Source: an optimization exercise on an open RTL-to-GDS flow (aim: small area and a short achievable clock period). Production flows keep margins and buffers that such runs may drop. The RTL was checked by simulation tests, not by an equivalence proof against the original design.

// fp64_mul
module fp64_mul(input clk, input [63:0] a, input [63:0] b, output [63:0] p);
Size: roughly 6100 cells after synthesis, about 0.064 sq mm of cells after synthesis.
Settings: LEC_CHECK=0, CAP_MARGIN=30, CORE_MARGIN=2, CORE_UTILIZATION=65, CTS_CLUSTER_DIAMETER=60, CTS_CLUSTER_SIZE=10, SLEW_MARGIN=20; clock period 30.0 ns.
standard.sh (not shown) runs the stock make flow with config.mk's settings and CLKGATE_MAP_FILE= SYNTH_SCRIPT=/design/flow/synth_recipe.tcl, a recipe that flattens the netlist after the stock synthesis.
==> flow/flow/run.sh <==
#!/bin/bash
# Own layout flow: the standard ORFS flow, with two changes.
#  1. Before synthesis, the generated leaf modules fa and bsel get the
#     library full adder / AND-OR-invert cell as their body (premap.py), so
#     synthesis keeps them instead of re-deriving them from gates.
#  2. Optional repair knobs (knobs.txt) are passed to ORFS's make.
# Every tool's output goes to a log file in this folder.
set -euo pipefail
cd "$(dirname "$0")/.."
W=$PWD
python3 flow/premap.py design.v design_premap.v > premap.log 2>&1
{
  echo "include $W/config.mk"
  echo "export VERILOG_FILES = $W/design_premap.v"
} > config_own.mk
KNOBS=""
if [[ -f flow/knobs.txt ]]; then KNOBS=$(grep -v '^#' flow/knobs.txt | tr '\n' ' '); fi
sed -e "s|DESIGN_CONFIG=[^ ]*|DESIGN_CONFIG=$W/config_own.mk $KNOBS|" standard.sh > standard_own.sh
bash standard_own.sh finish > flow.log 2>&1
test -f out/final.def
Other scripts of this flow, unchanged in this note and not shown: flow/flow/knobs.txt, flow/flow/premap.py
Next try:
CAP_MARGIN = 20   (was 30)
CORE_UTILIZATION = 55   (was 65)
Worst setup slack improves by 51 ps.
Flip-flop and latch count does not change.
Cell count rises by a few percent.
Fmax rises slightly.
Hold slack improves by 16 ps.
Routed wire length came out higher by a few percent.
Design area hardly moves.
Register-to-register slack improved by 40 ps.

---

fp64_mul, a different RTL version from the one above (not shown whole).
For scale: ~5,900 cells after synthesis, roughly 220 flip-flops, ~190 I/O pins, about 63,000 sq um of cells after synthesis.
## fp64_mul
module fp64_mul(input clk, input [63:0] a, input [63:0] b, output [63:0] p);
==> flow/config.mk <==
export PLATFORM = sky130hd
export DESIGN_NAME = fp64_mul
export DESIGN_NICKNAME = fp64_mul
export VERILOG_FILES = /design/flow/design.v
export SDC_FILE = /design/flow/constraint.sdc
export NUM_CORES = 4
export LEC_CHECK = 0
export CAP_MARGIN = 30
export CORE_MARGIN = 2
export CORE_UTILIZATION = 55
export CTS_CLUSTER_DIAMETER = 60
export CTS_CLUSTER_SIZE = 10
export SLEW_MARGIN = 20
==> flow/constraint.sdc <==
create_clock -name core_clock -period 30.0 [get_ports {clk}]
set_input_delay 6.0000 -clock core_clock [delete_from_list [all_inputs] [get_ports {clk}]]
set_output_delay 6.0000 -clock core_clock [all_outputs]
set_load 0.01 [all_outputs]
==> flow/flow/knobs.txt <==
SETUP_SLACK_MARGIN=22
==> flow/flow/premap.py <==
#!/usr/bin/env python3
"""Replace the bodies of the generated leaf modules (fa, bsel) in design.v with
instances of the matching sky130_fd_sc_hd cells, so synthesis keeps them as is."""
import re, sys
src, dst = sys.argv[1], sys.argv[2]
txt = open(src).read()
BODIES = {
    'fa': "  sky130_fd_sc_hd__fa_1 u_c (.A(a), .B(b), .CIN(ci), .SUM(s), .COUT(co));\n",
    'bsel_n': "  sky130_fd_sc_hd__a22oi_1 u_c (.A1(one), .A2(x1), .B1(two), .B2(x0), .Y(y));\n",
    'bsel_p': "  sky130_fd_sc_hd__a22o_1 u_c (.A1(one), .A2(x1), .B1(two), .B2(x0), .X(y));\n",
}
def repl(m):
    name, ports, body = m.group(1), m.group(2), m.group(3)
    if name == 'fa':
        b = BODIES['fa']
    elif name == 'pgn':
        b = ("  sky130_fd_sc_hd__nor2_1 u_g (.A(a), .B(b), .Y(g));\n"
             "  sky130_fd_sc_hd__xor2_1 u_p (.A(a), .B(b), .X(p));\n")
    elif name == 'ha' and '~' in body:
        b = ("  sky130_fd_sc_hd__xnor2_1 u_s (.A(a), .B(b), .Y(s));\n"
             "  sky130_fd_sc_hd__or2_1 u_c (.A(a), .B(b), .X(co));\n")
    elif name == 'gcn_g':
        b = "  sky130_fd_sc_hd__a21oi_1 u_c (.A1(ph), .A2(gl), .B1(gh), .Y(g));\n"
    elif name == 'gcp_g':
        b = "  sky130_fd_sc_hd__o21ai_1 u_c (.A1(ph), .A2(gl), .B1(gh), .Y(g));\n"
    elif name == 'gcn_p':
        b = "  sky130_fd_sc_hd__nand2_1 u_c (.A(ph), .B(pl), .Y(p));\n"
    elif name == 'gcp_p':
        b = "  sky130_fd_sc_hd__nor2_1 u_c (.A(ph), .B(pl), .Y(p));\n"
    elif name == 'bsel':
        b = BODIES['bsel_n'] if '~' in body else BODIES['bsel_p']
    else:
        return m.group(0)
    return f"module {name}({ports});\n{b}endmodule"
out = re.sub(r"module\s+(\w+)\s*\((.*?)\);(.*?)endmodule", repl, txt, flags=re.S)
open(dst, 'w').write(out)
Scripts as last shown in full above: flow/flow/run.sh
The first run finished with timing, DRC and antenna clean.
Rerun with:
==> flow/flow/knobs.txt (replaced) <==
SETUP_SLACK_MARGIN=22.5
The new run finished with timing, DRC and antenna clean. Global-route usage rises by 3.8 points. Cell area is higher by about 10%. Setup slack gains 0.26 ns.

[port drivers added, routing unchanged]
No port has a modelled driver above. Below, the same layouts with a new extraction and two added sets of constraints.
Step 1: set_driving_cell puts a clkbuf_16 on clk and a buf_2 on each other input, an assumption about the parent block.
Step 2 also shifts input and output timing later by t, the mid clock arrival at the registers, as if the neighbouring blocks saw the same clock.
Slacks: ideal / step 1 / step 2; pairs: ideal / step 1.
| run | t (ns) | setup slack, ns | worst hold slack (ns) | worst setup path at the end | latest minus earliest clock arrival (ns) |
|---|---|---|---|---|---|
| the first run of note 1 | 0.662 | 22.053 / 21.978 / 21.938 | 0.319 / 0.319 / 0.319 | input to register | 0.039 / 0.040 |
| the second run of note 1 | 0.685 | 22.105 / 22.029 / 21.785 | 0.335 / 0.335 / 0.335 | input to register | 0.055 / 0.055 |
| the first run of note 2 | 0.691 | 21.871 / 21.788 / 21.294 | 0.433 / 0.433 / 0.433 | input to register | 0.051 / 0.051 |
| the second run of note 2 | 0.718 | 22.126 / 22.045 / 21.844 | 0.422 / 0.422 / 0.422 | input to register | 0.067 / 0.068 |
After both steps every run listed still meets setup and hold. The setup slack of the first run of note 2, which loses most, moves by -0.083 ns with the drivers and by -0.577 ns with both steps.
